From an optimization exercise on the open Yosys and OpenROAD flow, aimed at small area; shortcuts taken in it are not production practice.
The clock input has no modelled driver; a real chip could not lean on it and would need a root buffer or a full tree.
No activity file was given, so power comes from the tool's default toggle rates.

## east
// FSM_LightStand
module FSM_LightStand(
    input i_clk,
    input i_reset,
    input [2:0] i_button,
    output o_pwm_light
    );
For scale: roughly 86 flip-flops, about 6 I/O pins.
==> module ClockDivider, before the edit <==
module ClockDivider(
    input i_clk,
    input i_reset,
    output o_wrap,
    output o_pre_last
    );
    localparam [13:0] C_RESET = 14'b01001000100111;
    localparam [13:0] C_9899  = 14'b00110101111100;
    localparam [13:0] C_LAST  = 14'b11001010110111;
    reg [13:0] r_lo;
    assign o_wrap     = &{r_lo[13], r_lo[12], ~r_lo[11], ~r_lo[10], r_lo[9], ~r_lo[8], r_lo[7], ~r_lo[6], r_lo[5], r_lo[4], ~r_lo[3], r_lo[1]};
    assign o_pre_last = &{~r_lo[13], ~r_lo[12], r_lo[11], r_lo[10], ~r_lo[9], r_lo[8], ~r_lo[7], r_lo[6], r_lo[5], r_lo[3], r_lo[2], ~r_lo[0]};
    wire w_fb = ~(r_lo[13] ^ r_lo[0] ^ r_lo[2] ^ r_lo[4]) ^ o_wrap;
    always @(posedge i_clk or posedge i_reset) begin
        if (i_reset) r_lo <= C_RESET;
        else         r_lo <= {r_lo[12:0], w_fb};
    end
endmodule
==> module Counter, before the edit <==
module Counter(
    input i_clk,
    input i_reset,
    input i_wrap,
    input i_pre_last,
    output [3:0] o_hi
    );
    reg [3:0] r_hi;
    reg [3:0] w_next;
    assign o_hi = r_hi;
    wire w_hi9  = r_hi[3] & r_hi[0] & ~r_hi[1];
    wire w_hi10 = r_hi[3] & r_hi[1];
    always @(*) begin
        case (r_hi)
            4'b0000: w_next = 4'b0001;
            4'b0001: w_next = 4'b0011;
            4'b0011: w_next = 4'b0010;
            4'b0010: w_next = 4'b0110;
            4'b0110: w_next = 4'b0111;
            4'b0111: w_next = 4'b0101;
            4'b0101: w_next = 4'b0100;
            4'b0100: w_next = 4'b1100;
            4'b1100: w_next = 4'b1101;
            4'b1101: w_next = 4'b1111;
            default: w_next = 4'b0000;
        endcase
    end
    always @(posedge i_clk or posedge i_reset) begin
        if (i_reset)
            r_hi <= 4'b0000;
        else if (w_hi9 ? i_pre_last : i_wrap)
            r_hi <= w_next;
    end
endmodule
==> module Comparator, before the edit <==
module Comparator(
    input [3:0] i_hi,
    output o_light_1, o_light_2, o_light_3, o_light_4
    );
    assign o_light_1 = (i_hi == 4'b0000);
    assign o_light_2 = ~i_hi[3] & ~i_hi[2];
    assign o_light_3 = ~i_hi[3] & ~(i_hi[2] & ~i_hi[1] & ~i_hi[0]);
    assign o_light_4 = ~(i_hi[3] & i_hi[1]);
endmodule
==> module ButtonController, before the edit <==
module ButtonController(
    input i_clk,
    input i_reset,
    input i_button,
    output o_release
    );
    localparam [19:0] S_0   = 20'b00000001101011001000;
    localparam [19:0] S_END = 20'b00000010110101100100;
    reg r_prevState;
    reg [19:0] r_lfsr;
    wire w_en   = i_button ^ r_prevState;
    wire w_term = &{~r_lfsr[19], ~r_lfsr[18], ~r_lfsr[17], ~r_lfsr[16], ~r_lfsr[15], ~r_lfsr[14], ~r_lfsr[12], r_lfsr[11], r_lfsr[10], ~r_lfsr[9], r_lfsr[8], ~r_lfsr[7], r_lfsr[6], r_lfsr[5], ~r_lfsr[4], ~r_lfsr[3], r_lfsr[2], ~r_lfsr[1], ~r_lfsr[0]};
    wire w_fb   = ~(r_lfsr[19] ^ r_lfsr[2]);
    assign o_release = w_en & w_term & r_prevState;
    always @(posedge i_clk or posedge i_reset) begin
        if (i_reset) begin
            r_prevState <= 1'b0;
            r_lfsr <= S_0;
        end
        else if (w_en) begin
            r_lfsr <= {r_lfsr[18:14], r_lfsr[13] ^ w_term, r_lfsr[12:0], w_fb};
            if (w_term) r_prevState <= ~r_prevState;
        end
    end
endmodule
==> module MUX, before the edit <==
module MUX(
    input i_clk,
    input i_reset,
    input [4:1] i_x,
    input [4:1] i_level,
    output o_y
    );
    reg r_y;
    assign o_y = r_y;
    always @(posedge i_clk or posedge i_reset) begin
        if (i_reset)
            r_y <= 1'b0;
        else
            r_y <= i_level[1] & (i_x[1] | (i_level[2] & (i_x[2] | (i_level[3] & (i_x[3] | (i_level[4] & i_x[4]))))));
    end
endmodule
export LEC_CHECK = 0
export CAP_MARGIN = 20
export CORE_MARGIN = 2
export CORE_UTILIZATION = 40
export SLEW_MARGIN = 20
create_clock -name core_clock -period 10.0 [get_ports {i_clk}]
standard.sh (not shown) runs the stock make flow with config.mk's settings and CLKGATE_MAP_FILE= SYNTH_SCRIPT=/design/flow/synth_recipe.tcl, a recipe that flattens the netlist after the stock synthesis.
==> flow/flow/run.sh <==
#!/bin/bash
# The standard synthesis and layout (standard.sh), with these changes
# to how the layout is made:
#  - clock tree: three buf_12, each at the centre of an equal share of
#    the flip-flops, driven by the clock port (flow/pre_cts.tcl replaces
#    clock_tree_synthesis)
#  - after CTS, combinational cells and buffers go down to the smallest
#    drive strength that leaves no slew, cap or timing violation
#    (flow/post_cts.tcl)
#  - port buffers are buf_1; repair aims at the library's own cap and slew
#    limits; core utilization 70%
# ORFS writes each step's full log under orfs/logs/; this script's own
# output goes to flow_run.log.
set -euo pipefail
export FLOW_CLK_BUF=sky130_fd_sc_hd__buf_12
export FLOW_CLK_K=3
bash standard.sh \
  "PRE_CTS_TCL=$PWD/flow/pre_cts.tcl" "POST_CTS_TCL=$PWD/flow/post_cts.tcl" \
  "BUFFER_PORTS_ARGS=-buffer_cell sky130_fd_sc_hd__buf_1" \
  CAP_MARGIN=0 SLEW_MARGIN=0 CORE_UTILIZATION=70 \
  finish > flow_run.log 2>&1
Other scripts of this flow, unchanged in this note and not shown: flow/flow/post_cts.tcl, flow/flow/pre_cts.tcl
east: PASS, flow complete, no timing, DRC or antenna violations
Here is what was changed in the inputs of south compared with east.
==> flow/design.v, changed modules only <==
module ClockDivider(
    input i_clk,
    input i_reset,
    output o_wrap,
    output o_pre_last
    );
    localparam [13:0] C_RESET = 14'b10010010110000;
    localparam [13:0] C_9899  = 14'b10100001011011;
    localparam [13:0] C_LAST  = 14'b01111111111101;
    reg [13:0] r_lo;
    assign o_wrap     = &{~r_lo[13], r_lo[12], r_lo[11], r_lo[10], r_lo[9], r_lo[8], r_lo[7], r_lo[6], r_lo[5], r_lo[3], r_lo[2], r_lo[0]};
    assign o_pre_last = &{r_lo[13], ~r_lo[12], r_lo[11], ~r_lo[10], ~r_lo[8], ~r_lo[7], r_lo[6], ~r_lo[5], r_lo[4], r_lo[3], ~r_lo[2], r_lo[0]};
    wire w_fb = ~(r_lo[13] ^ r_lo[4] ^ r_lo[10] ^ r_lo[11]) ^ o_wrap;
    always @(posedge i_clk or posedge i_reset) begin
        if (i_reset) r_lo <= C_RESET;
        else         r_lo <= {r_lo[12:0], w_fb};
    end
endmodule
module Counter(
    input i_clk,
    input i_reset,
    input i_wrap,
    input i_pre_last,
    output [3:0] o_hi
    );
    reg [3:0] r_hi;
    assign o_hi = r_hi;
    wire w_hi9  = r_hi[3] & r_hi[0];    
    wire w_hi10 = r_hi[3] & r_hi[1];
    always @(posedge i_clk or posedge i_reset) begin
        if (i_reset)
            r_hi <= 4'd0;
        else if (w_hi9 ? i_pre_last : i_wrap)
            r_hi <= w_hi10 ? 4'd0 : r_hi + 4'd1;
    end
endmodule
module Comparator(
    input [3:0] i_hi,
    output o_light_1, o_light_2, o_light_3, o_light_4
    );
    assign o_light_1 = (i_hi == 4'd0);
    assign o_light_2 = (i_hi < 4'd4);
    assign o_light_3 = (i_hi < 4'd7);
    assign o_light_4 = ~(i_hi[3] & i_hi[1]);
endmodule
module ButtonController(
    input i_clk,
    input i_reset,
    input i_button,
    output o_release
    );
    localparam [19:0] S_0   = 20'b00000000110101100100;
    localparam [19:0] S_END = 20'b10000001011010110010;
    reg r_prevState;
    reg [19:0] r_lfsr;
    wire w_en   = i_button ^ r_prevState;
    wire w_term = &{r_lfsr[19], ~r_lfsr[18], ~r_lfsr[17], ~r_lfsr[16], ~r_lfsr[15], ~r_lfsr[14], ~r_lfsr[13], ~r_lfsr[11], r_lfsr[10], r_lfsr[9], ~r_lfsr[8], r_lfsr[7], ~r_lfsr[6], r_lfsr[5], r_lfsr[4], ~r_lfsr[3], ~r_lfsr[2], r_lfsr[1], ~r_lfsr[0]};
    wire w_fb   = ~(r_lfsr[19] ^ r_lfsr[2]);
    assign o_release = w_en & w_term & r_prevState;
    always @(posedge i_clk or posedge i_reset) begin
        if (i_reset) begin
            r_prevState <= 1'b0;
            r_lfsr <= S_0;
        end
        else if (w_en) begin
            r_lfsr <= {r_lfsr[18:13], r_lfsr[12] ^ w_term, r_lfsr[11:0], w_fb};
            if (w_term) r_prevState <= ~r_prevState;
        end
    end
endmodule
module MUX(
    input i_clk,
    input i_reset,
    input [4:1] i_x,
    input [4:1] i_level,
    output o_y
    );
    reg r_y;
    assign o_y = r_y;
    always @(posedge i_clk or posedge i_reset) begin
        if (i_reset)
            r_y <= 1'b0;
        else
            r_y <= |(i_level & i_x);
    end
endmodule
## What came out
Compared to east, south has number of multi-input logic gates 3 lower. Post-synthesis simple-gate area fraction, east and south: higher on south. As far as core region area is concerned, east and south perform about the same. Of south and east, it is south that has the higher routing usage on met3. Lower post-route worst setup slack among east and south: south. Transition at the pin with the smallest max-transition slack in south is 0.037 ns lower than in east.
Function was not checked in any run of this note: the RTL went through the layout flow alone. In every run of this note, the design's own scripts or RTL, not TritonCTS, make the clock network.

* * *

== lane 1 ==
Another version of the RTL of FSM_LightStand (not shown whole).
Size in the first run: roughly 250 cells after synthesis, about 86 flip-flops, ~6 I/O pins.
==> module ClockDivider, before the edit <==
module ClockDivider(
    input i_clk,
    input i_reset,
    output o_wrap,
    output o_pre_last
    );
    localparam [13:0] C_RESET = 14'b00111010110010;
    localparam [13:0] C_9899  = 14'b00101010001010;
    localparam [13:0] C_LAST  = 14'b11100011001110;
    reg [13:0] r_lo;
    assign o_wrap     = &{r_lo[13], r_lo[12], r_lo[11], ~r_lo[10], r_lo[7], r_lo[6], ~r_lo[5], r_lo[3], r_lo[2], r_lo[1], ~r_lo[0]};
    assign o_pre_last = &{~r_lo[12], r_lo[11], ~r_lo[10], r_lo[9], ~r_lo[8], r_lo[7], ~r_lo[6], ~r_lo[5], ~r_lo[4], r_lo[3], ~r_lo[2], ~r_lo[0]};
    wire w_fb = ~(r_lo[13] ^ r_lo[1] ^ r_lo[3] ^ r_lo[12]) ^ o_wrap;
    always @(posedge i_clk or posedge i_reset) begin
        if (i_reset) r_lo <= C_RESET;
        else         r_lo <= {r_lo[12:0], w_fb};
    end
endmodule
==> module ButtonController, before the edit <==
module ButtonController(
    input i_clk,
    input i_reset,
    input i_button,
    output o_release
    );
    localparam [19:0] S_0   = 20'b00000000110101100100;
    localparam [19:0] S_END = 20'b10000001011010110010;
    reg r_prevState;
    reg [19:0] r_lfsr;
    wire w_en   = i_button ^ r_prevState;
    wire w_term = &{r_lfsr[19], ~r_lfsr[18], ~r_lfsr[17], ~r_lfsr[16], ~r_lfsr[15], ~r_lfsr[14], ~r_lfsr[13], ~r_lfsr[11], r_lfsr[10], r_lfsr[9], ~r_lfsr[8], r_lfsr[7], ~r_lfsr[6], r_lfsr[5], r_lfsr[4], ~r_lfsr[3], ~r_lfsr[2], r_lfsr[1], ~r_lfsr[0]};
    wire w_fb   = ~(r_lfsr[19] ^ r_lfsr[2]);
    assign o_release = w_en & w_term & r_prevState;
    always @(posedge i_clk or posedge i_reset) begin
        if (i_reset) begin
            r_prevState <= 1'b0;
            r_lfsr <= S_0;
        end
        else if (w_en) begin
            r_lfsr <= {r_lfsr[18:13], r_lfsr[12] ^ w_term, r_lfsr[11:0], w_fb};
            if (w_term) r_prevState <= ~r_prevState;
        end
    end
endmodule
==> module FSM_Light, before the edit <==
module FSM_Light(
    input i_clk,
    input i_reset,
    input [2:0] i_button,
    output [4:1] o_level
    );
    reg [4:1] r_level;
    assign o_level = r_level;
    wire w_up   = i_button[0] & ~r_level[4];
    wire w_down = i_button[1];
    wire w_hold = ~(w_up | i_button[1] | i_button[2]);
    always @(posedge i_clk or posedge i_reset) begin
        if (i_reset)
            r_level <= 4'b0000;
        else begin
            r_level[1] <= w_up | (w_down & r_level[2]) | (w_hold & r_level[1]);
            r_level[2] <= (w_up & r_level[1]) | (w_down & r_level[3]) | (w_hold & r_level[2]);
            r_level[3] <= (w_up & r_level[2]) | (w_down & r_level[4]) | (w_hold & r_level[3]);
            r_level[4] <= (w_up & r_level[3]) | (w_hold & r_level[4]);
        end
    end
endmodule
clock: 10.0 ns
lec_check: 0
cap_margin: 20
core_margin: 2
core_utilization: 40
slew_margin: 20
Scripts as last shown in full above: flow/flow/run.sh
Other scripts of this flow, unchanged in this note and not shown: flow/flow/post_cts.tcl, flow/flow/pre_cts.tcl
Inputs modified between lane 1 and lane 2:
diff --git a/flow/design.v b/flow/design.v
--- a/flow/design.v
+++ b/flow/design.v
@@ -2,19 +2,19 @@
 module ClockDivider(
     input i_clk,
     input i_reset,
     output o_wrap,
     output o_pre_last
     );
-    localparam [13:0] C_RESET = 14'b00111010110010;
-    localparam [13:0] C_9899  = 14'b00101010001010;
-    localparam [13:0] C_LAST  = 14'b11100011001110;
+    localparam [13:0] C_RESET = 14'b10000001011110;
+    localparam [13:0] C_9899  = 14'b01100000111101;
+    localparam [13:0] C_LAST  = 14'b01100110100010;
     reg [13:0] r_lo;
-    assign o_wrap     = &{r_lo[13], r_lo[12], r_lo[11], ~r_lo[10], r_lo[7], r_lo[6], ~r_lo[5], r_lo[3], r_lo[2], r_lo[1], ~r_lo[0]};
-    assign o_pre_last = &{~r_lo[12], r_lo[11], ~r_lo[10], r_lo[9], ~r_lo[8], r_lo[7], ~r_lo[6], ~r_lo[5], ~r_lo[4], r_lo[3], ~r_lo[2], ~r_lo[0]};
-    wire w_fb = ~(r_lo[13] ^ r_lo[1] ^ r_lo[3] ^ r_lo[12]) ^ o_wrap;
+    assign o_wrap     = &{~r_lo[13], r_lo[12], r_lo[11], ~r_lo[10], ~r_lo[9], r_lo[8], r_lo[7], ~r_lo[6], r_lo[5], ~r_lo[3], r_lo[1], ~r_lo[0]};
+    assign o_pre_last = &{~r_lo[13], r_lo[12], r_lo[11], ~r_lo[10], ~r_lo[9], ~r_lo[8], ~r_lo[7], ~r_lo[6], r_lo[5], r_lo[4], r_lo[3], ~r_lo[1]};
+    wire w_fb = ~(r_lo[13] ^ r_lo[5] ^ r_lo[9] ^ r_lo[12]) ^ o_wrap;
     always @(posedge i_clk or posedge i_reset) begin
         if (i_reset) r_lo <= C_RESET;
         else         r_lo <= {r_lo[12:0], w_fb};
     end
 endmodule
 `timescale 1ns / 1ps
@@ -50,51 +50,54 @@
 module ButtonController(
     input i_clk,
     input i_reset,
     input i_button,
     output o_release
     );
-    localparam [19:0] S_0   = 20'b00000000110101100100;
-    localparam [19:0] S_END = 20'b10000001011010110010;
+    localparam [19:0] S_0   = 20'b00000001101011001000;
+    localparam [19:0] S_END = 20'b00000010110101100100;
     reg r_prevState;
     reg [19:0] r_lfsr;
     wire w_en   = i_button ^ r_prevState;
-    wire w_term = &{r_lfsr[19], ~r_lfsr[18], ~r_lfsr[17], ~r_lfsr[16], ~r_lfsr[15], ~r_lfsr[14], ~r_lfsr[13], ~r_lfsr[11], r_lfsr[10], r_lfsr[9], ~r_lfsr[8], r_lfsr[7], ~r_lfsr[6], r_lfsr[5], r_lfsr[4], ~r_lfsr[3], ~r_lfsr[2], r_lfsr[1], ~r_lfsr[0]};
+    wire w_term = &{~r_lfsr[19], ~r_lfsr[18], ~r_lfsr[17], ~r_lfsr[16], ~r_lfsr[15], ~r_lfsr[14], ~r_lfsr[12], r_lfsr[11], r_lfsr[10], ~r_lfsr[9], r_lfsr[8], ~r_lfsr[7], r_lfsr[6], r_lfsr[5], ~r_lfsr[4], ~r_lfsr[3], r_lfsr[2], ~r_lfsr[1], ~r_lfsr[0]};
     wire w_fb   = ~(r_lfsr[19] ^ r_lfsr[2]);
     assign o_release = w_en & w_term & r_prevState;
     always @(posedge i_clk or posedge i_reset) begin
         if (i_reset) begin
             r_prevState <= 1'b0;
             r_lfsr <= S_0;
         end
         else if (w_en) begin
-            r_lfsr <= {r_lfsr[18:13], r_lfsr[12] ^ w_term, r_lfsr[11:0], w_fb};
+            r_lfsr <= {r_lfsr[18:14], r_lfsr[13] ^ w_term, r_lfsr[12:0], w_fb};
             if (w_term) r_prevState <= ~r_prevState;
         end
     end
 endmodule
 `timescale 1ns / 1ps
 module FSM_Light(
     input i_clk,
     input i_reset,
     input [2:0] i_button,
     output [4:1] o_level
     );
-    reg [4:1] r_level;
-    assign o_level = r_level;
-    wire w_up   = i_button[0] & ~r_level[4];
-    wire w_down = i_button[1];
+    reg [2:0] r_level;
+    wire w_top  = r_level[2] & ~r_level[0];    
+    wire w_up   = i_button[0] & ~w_top;
+    wire w_down = i_button[1] & ~w_up;
     wire w_hold = ~(w_up | i_button[1] | i_button[2]);
+    assign o_level[1] = r_level[1] | r_level[0];
+    assign o_level[2] = r_level[1];
+    assign o_level[3] = r_level[2];
+    assign o_level[4] = r_level[2] & ~r_level[0];
     always @(posedge i_clk or posedge i_reset) begin
         if (i_reset)
-            r_level <= 4'b0000;
+            r_level <= 3'b000;
         else begin
-            r_level[1] <= w_up | (w_down & r_level[2]) | (w_hold & r_level[1]);
-            r_level[2] <= (w_up & r_level[1]) | (w_down & r_level[3]) | (w_hold & r_level[2]);
-            r_level[3] <= (w_up & r_level[2]) | (w_down & r_level[4]) | (w_hold & r_level[3]);
-            r_level[4] <= (w_up & r_level[3]) | (w_hold & r_level[4]);
+            r_level[0] <= (w_up & ~r_level[2]) | (w_down & r_level[1]) | (w_hold & r_level[0]);
+            r_level[1] <= (w_up & (r_level[1] | r_level[0])) | (w_down & r_level[2]) | (w_hold & r_level[1]);
+            r_level[2] <= (w_up & r_level[1]) | (w_down & r_level[2] & ~r_level[0]) | (w_hold & r_level[2]);
         end
     end
 endmodule
 `timescale 1ns / 1ps
 module MUX(
     input i_clk,
Findings:
Per the comparison of lane 2 with lane 1, overall power after layout dropped 0.000014 W, design area has decreased. Diff lane 1 -> lane 2: net switching share of the total power went down 0.22 points, sequential cell area in the final layout lost about 1.2%, number of antenna diodes stayed essentially flat, synthesis-to-finish area growth rose by 0.86 points. | time the final worst path needs with I/O delays and setup | lane 2 vs lane 1 | worse |. Looking at register-to-register slack, lane 2 sits below lane 1. Taking lane 1 as the reference, in lane 2 well-tap cell count now sits lower, core utilization moved up. The run showing the greater leakage power figure is lane 2. Lane 2: number of gates on the worst path with buffers counted is 1 higher than what lane 1 reported.
No functional check of the RTL was part of any run of this note. No run of this note takes its clock network from TritonCTS; it comes from the design's own scripts or RTL.

separate check: timing with driven ports:
In the flow no input, the clock included, has a driving cell. The finished layouts below were timed again as built, in two steps.
Step 1, drivers: a clkbuf_16 drives i_clk and a buf_2 each remaining input, both assumed.
Step 2 also shifts input and output timing later by t, the mid clock arrival at the registers, as if the neighbouring blocks saw the same clock.
a / b / c = ideal ports / drivers / drivers and shift; a / b = the first two.
run | t, ns | setup slack, ns | worst setup path after step 2
east | 0.207 | 6.526 / 6.571 / 6.364 | input to register
south | 0.197 | 6.335 / 6.370 / 6.173 | input to register
lane 1 | 0.205 | 6.543 / 6.588 / 6.383 | input to register
lane 2 | 0.203 | 6.491 / 6.539 / 6.336 | input to register
After both steps setup and hold are still met in every run listed.
